From an optimization exercise on the open Yosys and OpenROAD flow, aimed at small area; shortcuts taken in it are not production practice. At most, simulation tests tie the RTL to the original design; equivalence was not proved. Function not checked in run 1: the RTL went through the layout flow alone. Power figures rest on the tool's default switching activity, not on a simulated workload.

==> flow/design.v, too long to show whole: its modules and the start of the top module <==
// module SemaforoDePrueba: 1500 lines
module SemaforoDePrueba(clk,rst,VSYNC, HSYNC, R, G, B,SensorA,SensorB,PasoA,PasoB);
  // ...
==> flow/flow/run.sh <==
#!/bin/bash
# Standard ORFS flow, with the combinational logic of the standard synthesis
# re-mapped for area by a stronger ABC script (registers are left untouched).
set -euo pipefail
HERE=$(pwd)
R=$HERE/orfs/results/$FLOW_PLATFORM/SemaforoDePrueba/base
LIBF=$FLOW_HOME/platforms/$FLOW_PLATFORM/lib/sky130_fd_sc_hd__tt_025C_1v80.lib
bash standard.sh synth > std_synth.log 2>&1
cp $R/1_2_yosys.v std_1_2_yosys.v
LIBF=$LIBF INV=$HERE/std_1_2_yosys.v ABCS=$HERE/flow/area.abc OUTV=$HERE/resynth_1_2_yosys.v \
  yosys -c flow/resynth.tcl > resynth.log 2>&1
# prove the re-mapped netlist equal to the standard one; keep the standard one otherwise
if LIBF=$LIBF A=$HERE/std_1_2_yosys.v B=$HERE/resynth_1_2_yosys.v yosys -c flow/eq.tcl > eq.log 2>&1; then
  cp resynth_1_2_yosys.v $R/1_2_yosys.v
fi
touch $R/1_2_yosys.v
BUFFER_PORTS_ARGS="-buffer_cell sky130_fd_sc_hd__buf_1" bash standard.sh finish > std_finish.log 2>&1
==> flow/flow/area.abc <==
strash
&get -n
&deepsyn -T 60
&put
dch -f
amap
==> flow/flow/eq.tcl <==
yosys -import
set LIB $::env(LIBF)
read_liberty -ignore_miss_func $LIB
read_verilog -overwrite $::env(A)
yosys rename SemaforoDePrueba gold
read_verilog -overwrite $::env(B)
yosys rename SemaforoDePrueba gate
hierarchy -check
flatten gold gate
opt_clean
async2sync
yosys rename -hide w:_*
opt_clean -purge
equiv_make gold gate equiv
hierarchy -top equiv
equiv_simple -seq 2
equiv_induct
equiv_status -assert
==> flow/flow/resynth.tcl <==
yosys -import
set LIB $::env(LIBF)
read_liberty -ignore_miss_func $LIB
foreach c {dfrtp_1 dfrtp_2 dfrtp_4 dfstp_1 dfstp_2 dfstp_4 dfxtp_1 dfxtp_2 dfxtp_4 dfrbp_1 dfrbp_2 dfsbp_1 dfsbp_2 dfbbp_1 dfbbn_1 dfbbn_2 dfrtn_1 dfxbp_1 dfxbp_2 edfxtp_1 edfxbp_1 conb_1} {
  catch {blackbox sky130_fd_sc_hd__$c}
}
read_verilog -overwrite $::env(INV)
hierarchy -top SemaforoDePrueba
flatten
read_liberty -lib -overwrite -ignore_miss_func $LIB
opt_clean
techmap
opt_clean
abc -liberty $LIB -dont_use sky130_fd_sc_hd__probe_p_8 -dont_use sky130_fd_sc_hd__probec_p_8 -dont_use sky130_fd_sc_hd__lpflow_* -script $::env(ABCS)
opt_clean -purge
setundef -zero
hilomap -singleton -hicell sky130_fd_sc_hd__conb_1 HI -locell sky130_fd_sc_hd__conb_1 LO
insbuf -buf sky130_fd_sc_hd__buf_4 A X
opt_clean -purge
yosys rename -hide w:*:* w:*/*
stat -liberty $LIB
check -assert
write_verilog -noattr -nohex -nodec $::env(OUTV)
==> flow/standard.sh <==
#!/bin/bash
# synth_recipe.tcl (not shown) runs the flow's synth.tcl, then flattens the netlist and writes it again
# the make line also repeats each setting of config.mk as NAME=value (left out here)
make -C /OpenROAD-flow-scripts/flow DESIGN_CONFIG=/design/flow/config.mk WORK_HOME=/design/flow/orfs CLKGATE_MAP_FILE= SYNTH_SCRIPT=/design/flow/synth_recipe.tcl "${@:-finish}"
==> flow/config.mk <==
export PLATFORM = sky130hd
export DESIGN_NAME = SemaforoDePrueba
export DESIGN_NICKNAME = SemaforoDePrueba
export VERILOG_FILES = /design/flow/design.v
export SDC_FILE = /design/flow/constraint.sdc
export NUM_CORES = 4
export LEC_CHECK = 0
export CAP_MARGIN = 20
export CORE_MARGIN = 2
export CORE_UTILIZATION = 70
export CTS_BUF_LIST = sky130_fd_sc_hd__clkbuf_8
export SLEW_MARGIN = 20
==> flow/constraint.sdc <==
create_clock -name core_clock -period 10.0 [get_ports {clk}]
set_input_delay 2.0000 -clock core_clock [delete_from_list [all_inputs] [get_ports {clk}]]
set_output_delay 2.0000 -clock core_clock [all_outputs]
set_load 0.01 [all_outputs]
==> summary.txt, run 1 <==
post-route design area=0.00321 mm2; CP Cell Sequence=clkinv_1, nor2_1, nor2_1, a21oi_1, o31ai_1, and3_1, nor2_1, clkinv_1, o311a_1, or3b_1, o311ai_0, o311ai_0, a21o_1, buf_1; clk root buf=clkbuf_8; # setup viols final=0; DRT met1 WL=3400 um; placed cell count=478; Net Sw Frac=22.2%; Post-Syn Area=0.00299 mm2; DR WL/cell=18.3 um; worst setup margin=3.64 ns; Detailed Route WL=8910 um; tap cells=50; Static Leak=1.14 nW; commonest non-fill, non-tap cells in the layout=nor2_1 (101), clkinv_1 (68), dfrtp_1 (39), o21ai_0 (30), nand2_1 (29); multi-input logic area=0.00160 mm2; worst slew pin tran=1.03 ns; Antenna diodes=0; Vias=3438; Post-route DRC=0; status=finished clean; Buffers on Ports=10; Final nets=441; met1 usage=49.7%; core area=0.00406 mm2; Setup crit start kind=flip-flop; largest registers=cnt (15), H (11), Y (10); largest net degree at the start of global routing=46; area grow syn2layout=7.50%; syn_nets=423; critical path endpoint=B; Non-clk invs=69; Data buffer area share=1.40%; Max power group=registers; Max rail drop VDD=0.000113 V
==> inputs of run 2 (changes only) <==
--- a/flow/design.v
+++ b/flow/design.v
@@ -4,41 +4,44 @@
 input SensorA,SensorB,PasoA,PasoB;
 output VSYNC, HSYNC;
 output R, G, B;
 reg [10:0] H;
 reg [9:0] Y;
 reg hs, vs;
 wire [9:0] x = H[10:1];
 wire hwrap = H[10] & H[9] & H[6] & H[0];    
-wire hline = (H == 11'd1323);               
+wire hline = H[10] & H[8] & ~H[7] & ~H[6] & H[5] & ~H[4] & H[3] & ~H[2] & H[1] & H[0];   
 wire ywrap = Y[9] & Y[4];                   
-wire hset  = (x == 10'd756);
+wire hset  = H[7] & H[6] & H[5] & H[3];
+wire vclr  = Y[8] & Y[7] & Y[6] & Y[5] & ~Y[4] & Y[3] & Y[2] & Y[0];    
+wire vset  = Y[0] & ~Y[2];
 always @(posedge clk, posedge rst)
   if (rst) begin
     H <= 11'd0; Y <= 10'd0; hs <= 1'b1; vs <= 1'b1;
   end else begin
     H <= hwrap ? 11'd0 : H + 11'd1;
     if (hline) Y <= ywrap ? 10'd0 : Y + 10'd1;
     if (hline) hs <= 1'b0; else if (hset) hs <= 1'b1;
-    if (Y == 10'd493) vs <= 1'b0; else if (Y == 10'd497) vs <= 1'b1;
+    if (vclr) vs <= 1'b0; else if (vset) vs <= 1'b1;
   end
 assign HSYNC = hs;
 assign VSYNC = vs;
 localparam [14:0] T = 15'h77b9;
+localparam [14:0] T1 = 15'h7bdc;
 reg [1:0] p;
 reg F;
 reg [3:0] K;
 reg [14:0] cnt;
 reg digit;
 reg [3:0] Kn;
 wire isT = (cnt[14:8] == T[14:8]) && (cnt[6:0] == T[6:0]);   
 wire [14:0] nx = {cnt[13:0], ~(cnt[14] ^ cnt[13])};
 wire betw = (K == 4'd13);
-wire betl = betw | (K == 4'd10);
+wire betl = betw;
 wire ext = F & (p[1] ? (~PasoB & SensorB & ~SensorA) : (~PasoA & SensorA));
 always @* begin
   digit = 1'b0;
   case (K)
     4'd0: begin digit = 1'b1; Kn = 4'd15; end    
     4'd1: begin digit = 1'b1; Kn = 4'd0; end    
     4'd2: begin digit = 1'b1; Kn = 4'd1; end    
     4'd3: begin digit = 1'b1; Kn = 4'd2; end    
@@ -46,26 +49,25 @@
     4'd5: begin digit = 1'b1; Kn = 4'd4; end    
     4'd6: begin digit = 1'b1; Kn = 4'd5; end    
     4'd7: begin digit = 1'b1; Kn = 4'd6; end    
     4'd8: begin digit = 1'b1; Kn = 4'd7; end    
     4'd9: begin digit = 1'b1; Kn = 4'd8; end    
     4'd15: Kn = 4'd14;
     4'd14: Kn = 4'd13;
     4'd13: Kn = 4'd12;
-    4'd10: Kn = 4'd13;
     4'd12: Kn = 4'd11;
     default: Kn = p[0] ? 4'd1 : 4'd9;
   endcase
 end
 always @(posedge clk, posedge rst)
   if (rst) begin
-    p <= 2'b11; F <= 1'b0; K <= 4'd10; cnt <= 15'd0;
+    p <= 2'b11; F <= 1'b1; K <= 4'd13; cnt <= 15'd0;
   end else begin
-    cnt <= betw ? T : (isT ? 15'd0 : nx);
+    cnt <= betw ? ((F & p[0]) ? T1 : T) : (isT ? 15'd0 : nx);
     if (~digit | isT) K <= Kn;
     if (betw) begin
       F <= p[0];
       if (p[0]) p <= {~p[1], 1'b0};
       else p[0] <= ~ext;
     end
   end
 wire VA = ~betl & ~p[1] & ~p[0];
==> flow/flow/run.sh (replaced) <==
#!/bin/bash
# Standard ORFS flow, with the combinational logic of the standard synthesis
# re-mapped for area by a stronger ABC script (registers are left untouched).
# Four ABC seeds run side by side; the smallest netlist that is proven equal
# to the standard one is laid out.
set -euo pipefail
HERE=$(pwd)
R=$HERE/orfs/results/$FLOW_PLATFORM/SemaforoDePrueba/base
LIBF=$FLOW_HOME/platforms/$FLOW_PLATFORM/lib/sky130_fd_sc_hd__tt_025C_1v80.lib
bash standard.sh synth > std_synth.log 2>&1
cp $R/1_2_yosys.v std_1_2_yosys.v
for S in 1 2 3 4; do
  sed "s/-S 1/-S $S/" flow/area.abc > area_$S.abc
  ( LIBF=$LIBF INV=$HERE/std_1_2_yosys.v ABCS=$HERE/area_$S.abc OUTV=$HERE/resynth_$S.v \
      yosys -c flow/resynth.tcl > resynth_$S.log 2>&1 || true ) &
done
wait
best=""; besta=""
for S in 1 2 3 4; do
  [[ -f resynth_$S.v ]] || continue
  if LIBF=$LIBF A=$HERE/std_1_2_yosys.v B=$HERE/resynth_$S.v yosys -c flow/eq.tcl > eq_$S.log 2>&1; then
    a=$(grep "Chip area" resynth_$S.log | tail -1 | awk '{print $NF}')
    echo "seed $S: area $a, proven equal" >> pick.log
    if [[ -z "$besta" ]] || awk "BEGIN{exit !($a < $besta)}"; then best=$S; besta=$a; fi
  else
    echo "seed $S: not proven equal" >> pick.log
  fi
done
if [[ -n "$best" ]]; then
  echo "using seed $best" >> pick.log
  cp resynth_$best.v $R/1_2_yosys.v
else
  echo "using the standard netlist" >> pick.log
fi
touch $R/1_2_yosys.v
BUFFER_PORTS_ARGS="-buffer_cell sky130_fd_sc_hd__buf_1" bash standard.sh finish > std_finish.log 2>&1
==> flow/flow/area.abc (replaced) <==
strash
&get -n
&deepsyn -T 40 -S 1
&put
dch -f
amap
==> run 2 against run 1 <==
Net effect: still clean; global-route usage shrank 0.35 points; critical path depth shrank 1; final cell count fell by 2.1%; clock power barely moved; synthesized cell count down 2.4%; sequential cell count unchanged; maximum frequency grew 8.2%; first-iteration DRC count is 28% lower; clock skew rose by 0.0081 ns; non-clock buffer count unchanged; critical path type unchanged; critical endpoint unchanged; largest cell class unchanged.
==> summary.txt, run 2 <==
std cell rows=23 (unchanged); CTS resizes=0 (unchanged); Detailed Route WL=8060 um (was 8910 um); final hold vios=0 (unchanged); Tot GR Track Use=37.9% (was 38.2%); Post-route DRC=0 (unchanged); Fmax achieved=170 MHz (was 157 MHz); DRT met1 WL=3260 um (was 3400 um); Crit path required time=8.00 ns (about the same); area grow syn2layout=7.89% (was 7.50%); TNS Setup=0 ns (unchanged); Yosys warnings=1 (unchanged); Slowest-stage cell, CP=dfrtp_1 (was o311ai_0); # IOs=11 (unchanged); count of clock tree sinks=45 (unchanged); largest net degree at the start of global routing=46 (unchanged); post-layout util=78.7% (was 79.2%); gr ovfl total=0 (unchanged); period utilization=58.8% (was 63.6%); Final ANT Viol Nets=0 (unchanged); worst-path fanout max=12 (was 8); First-pass DRT Iterations=7 (was 8); worst slew pin tran=0.994 ns (was 1.03 ns); max reg flops=15 (unchanged); Post-Syn Area=0.00292 mm2 (was 0.00299 mm2); number of max-cap violations=0 (unchanged); hpwl dp=6020 um (was 6440 um); clk buf depth=2 (unchanged); status=finished clean (unchanged); die height=68.6 um (was 69.3 um); Vias=3185 (was 3438); routed wl met2=3660 um (was 3900 um); Die Wd=68.6 um (was 69.3 um); Max rail drop VDD=0.0000883 V (was 0.000113 V); worst rel slew slack=33.2% (was 30.6%); Max stage delay on crit path=0.53 ns (was 0.52 ns); GP Congestion=1.06 (was 1.01); WS Path Type=flip-flop to primary output (unchanged); Die ar.=0.00470 mm2 (was 0.00481 mm2); Final nets=431 (was 441); commonest non-fill, non-tap cells in the layout=nor2_1 (86), clkinv_1 (61), nand2_1 (48), o21ai_0 (39), dfrtp_1 (37) (was nor2_1 (101), clkinv_1 (68), dfrtp_1 (39), o21ai_0 (30), nand2_1 (29)); Worst Hold Class=flip-flop to flip-flop (unchanged); Top Metal Used=met4 (unchanged); RSZ-0062 raised after global routing=no (unchanged); syn_nets=413 (was 423); met3 WL post-DR=848 um (was 1060 um); Static Leak=1.15 nW (was 1.14 nW); Non-Filler Instances=476 (was 486); Slew Viols, Final=0 (unchanged); placed cell count=468 (was 478); Net Sw Frac=22.1% (was 22.2%); most common cell after layout, fill and taps aside=nor2_1 (unchanged); initial antenna violation count=0 (unchanged); critical path capture point type=primary output (unchanged); share of layout cells above drive strength 1=4.23% (was 3.67%); Initial Utilization=73.0% (was 73.6%); Antenna diodes=0 (unchanged); worst skew pair latency=0.31 ns (about the same); H-Tree Depth=2 (unchanged); DR iter-0 viols=485 (was 677); Hold-fix buffers, CTS=0 (unchanged); Most flops, register=cnt (unchanged); DR WL/cell=16.9 um (was 18.3 um); Tmin final=5.88 ns (was 6.36 ns); first-pass GRT wire length=13200 um (was 14800 um); CTS tree=built (unchanged); clk_skew=0.0143 ns (was 0.00614 ns); core area=0.00400 mm2 (was 0.00406 mm2); P_int=259 uW (about the same); syn avg cell area=7.17 um2 (about the same); Num CTS Buffers=5 (unchanged); vias in the first global route=2916 (was 3161); Clk pwr share=43.8% (was 43.7%); P_sw=73.5 uW (was 73.9 uW); Cells after Synth=407 (was 417); sequential power share=54.7% (was 54.8%); # setup viols final=0 (unchanged); Arr. time, crit path=3.88 ns (was 4.36 ns); Worst-path clk slew=0.10 ns (was 0.09 ns); CP Cell Sequence=clkinv_1, nor2_1, nor2_1, a221oi_1, nor2_1, o311ai_0, o21ai_0, o21ai_0, nor4b_1, o221ai_1, o2111a_1, o221ai_1, buf_1 (was clkinv_1, nor2_1, nor2_1, a21oi_1, o31ai_1, and3_1, nor2_1, clkinv_1, o311a_1, or3b_1, o311ai_0, o311ai_0, a21o_1, buf_1); clk root buf=clkbuf_8 (unchanged); routed vias/inst=6.69 (was 7.07); largest registers=cnt (15), H (11), Y (10) (unchanged); power share of the combinational group=1.4% (was 1.5%); post-CTS setup buffers=0 (unchanged); most frequent CP cell=nor2_1 (unchanged); Buffers on Ports=10 (unchanged); power density over the cells=106 mW/mm2 (was 104 mW/mm2); Setup crit start kind=flip-flop (unchanged)
run 2: worst paths after layout:
kind	start	end	slack, ns	cells after the start
worst max-delay path	H[3]$_DFF_PP0_	B	4.12	13
worst min-delay path	cnt[7]$_DFF_PP0_	cnt[8]$_DFF_PP0_	0.47	2
worst max register to register	H[1]$_DFF_PP0_	Y[1]$_DFFE_PP0P_	7.19	7
worst min register to register	cnt[7]$_DFF_PP0_	cnt[8]$_DFF_PP0_	0.47	2
max in group asynchronous	rst	vs$_DFFE_PP1P_	7.81	3
min in group asynchronous	rst	H[7]$_DFF_PP0_	1.79	3
run 2: per-stage QoR:
step	hold slack [ns]	total power [mW]	instance area (um2)	setup WS, ns
after floorplan	0.423	0.188	2920	5.18
after global placement	0.423	0.190	3030	4.73
after detailed placement	0.441	0.190	3030	4.64
after CTS	0.466	0.331	3150	4.27
after global routing	0.515	0.340	3150	3.82
final	0.467	0.333	3150	4.12
run 2: critical path: cells and delay by family (launching register included):
family                 cells  cell delay, ns
AO/OA/AOI/OAI              7            1.75
buffers and inverters      2            0.52
flip-flops                 1            0.53
AND/OR/NAND/NOR            4            0.78
run 2: metal layers:
metal	track usage, %	vias up
li1	-	1492
met3	8.12	43
met5	0	-
met4	17.5	0
met1	49.7	1421
met2	59.9	229
run 2: power groups by stage:
stage	Clock [mW]	Combinational, mW	Sequential, mW
3_5_place_dp	0	0.00500	0.185
6_report	0.146	0.00482	0.182
2_1_floorplan	0	0.00295	0.185
5_1_grt	0.152	0.00578	0.182
4_1_cts	0.144	0.00503	0.182
3_3_place_gp	0	0.00478	0.185
run 2: area by class of cell:
cell class,count,area (um2)
well taps,50,62.6
clock buffers,5,68.8
clock inverters,3,47.5
fillers,308,851
inverters,61,229
multi-input cells,301,1560
repair buffers,11,45.0
flip-flops and latches,45,1140

what the ideal ports hide:
No port has a modelled driver above. Below, the same layouts with a new extraction and two added sets of constraints.
Step 1 (the two cells are an assumption about what drives the block):
set clk [get_ports {clk}]
set_driving_cell -lib_cell sky130_fd_sc_hd__clkbuf_16 $clk
set_driving_cell -lib_cell sky130_fd_sc_hd__buf_2 [delete_from_list [all_inputs] $clk]
Step 2 also shifts input and output timing later by t, the mid clock arrival at the registers, as if the neighbouring blocks saw the same clock.
Slacks: no drivers / after step 1 / after step 2; pairs: no drivers / after step 1.
| run | t, ns | setup WS [ns] | cell pins on the clock port's net |
|---|---|---|---|
| run 1 | 0.335 | 3.641 / 3.612 / 3.947 | 1 |
| run 2 | 0.330 | 4.123 / 4.095 / 4.425 | 1 |
After both steps every run listed still meets setup and hold.
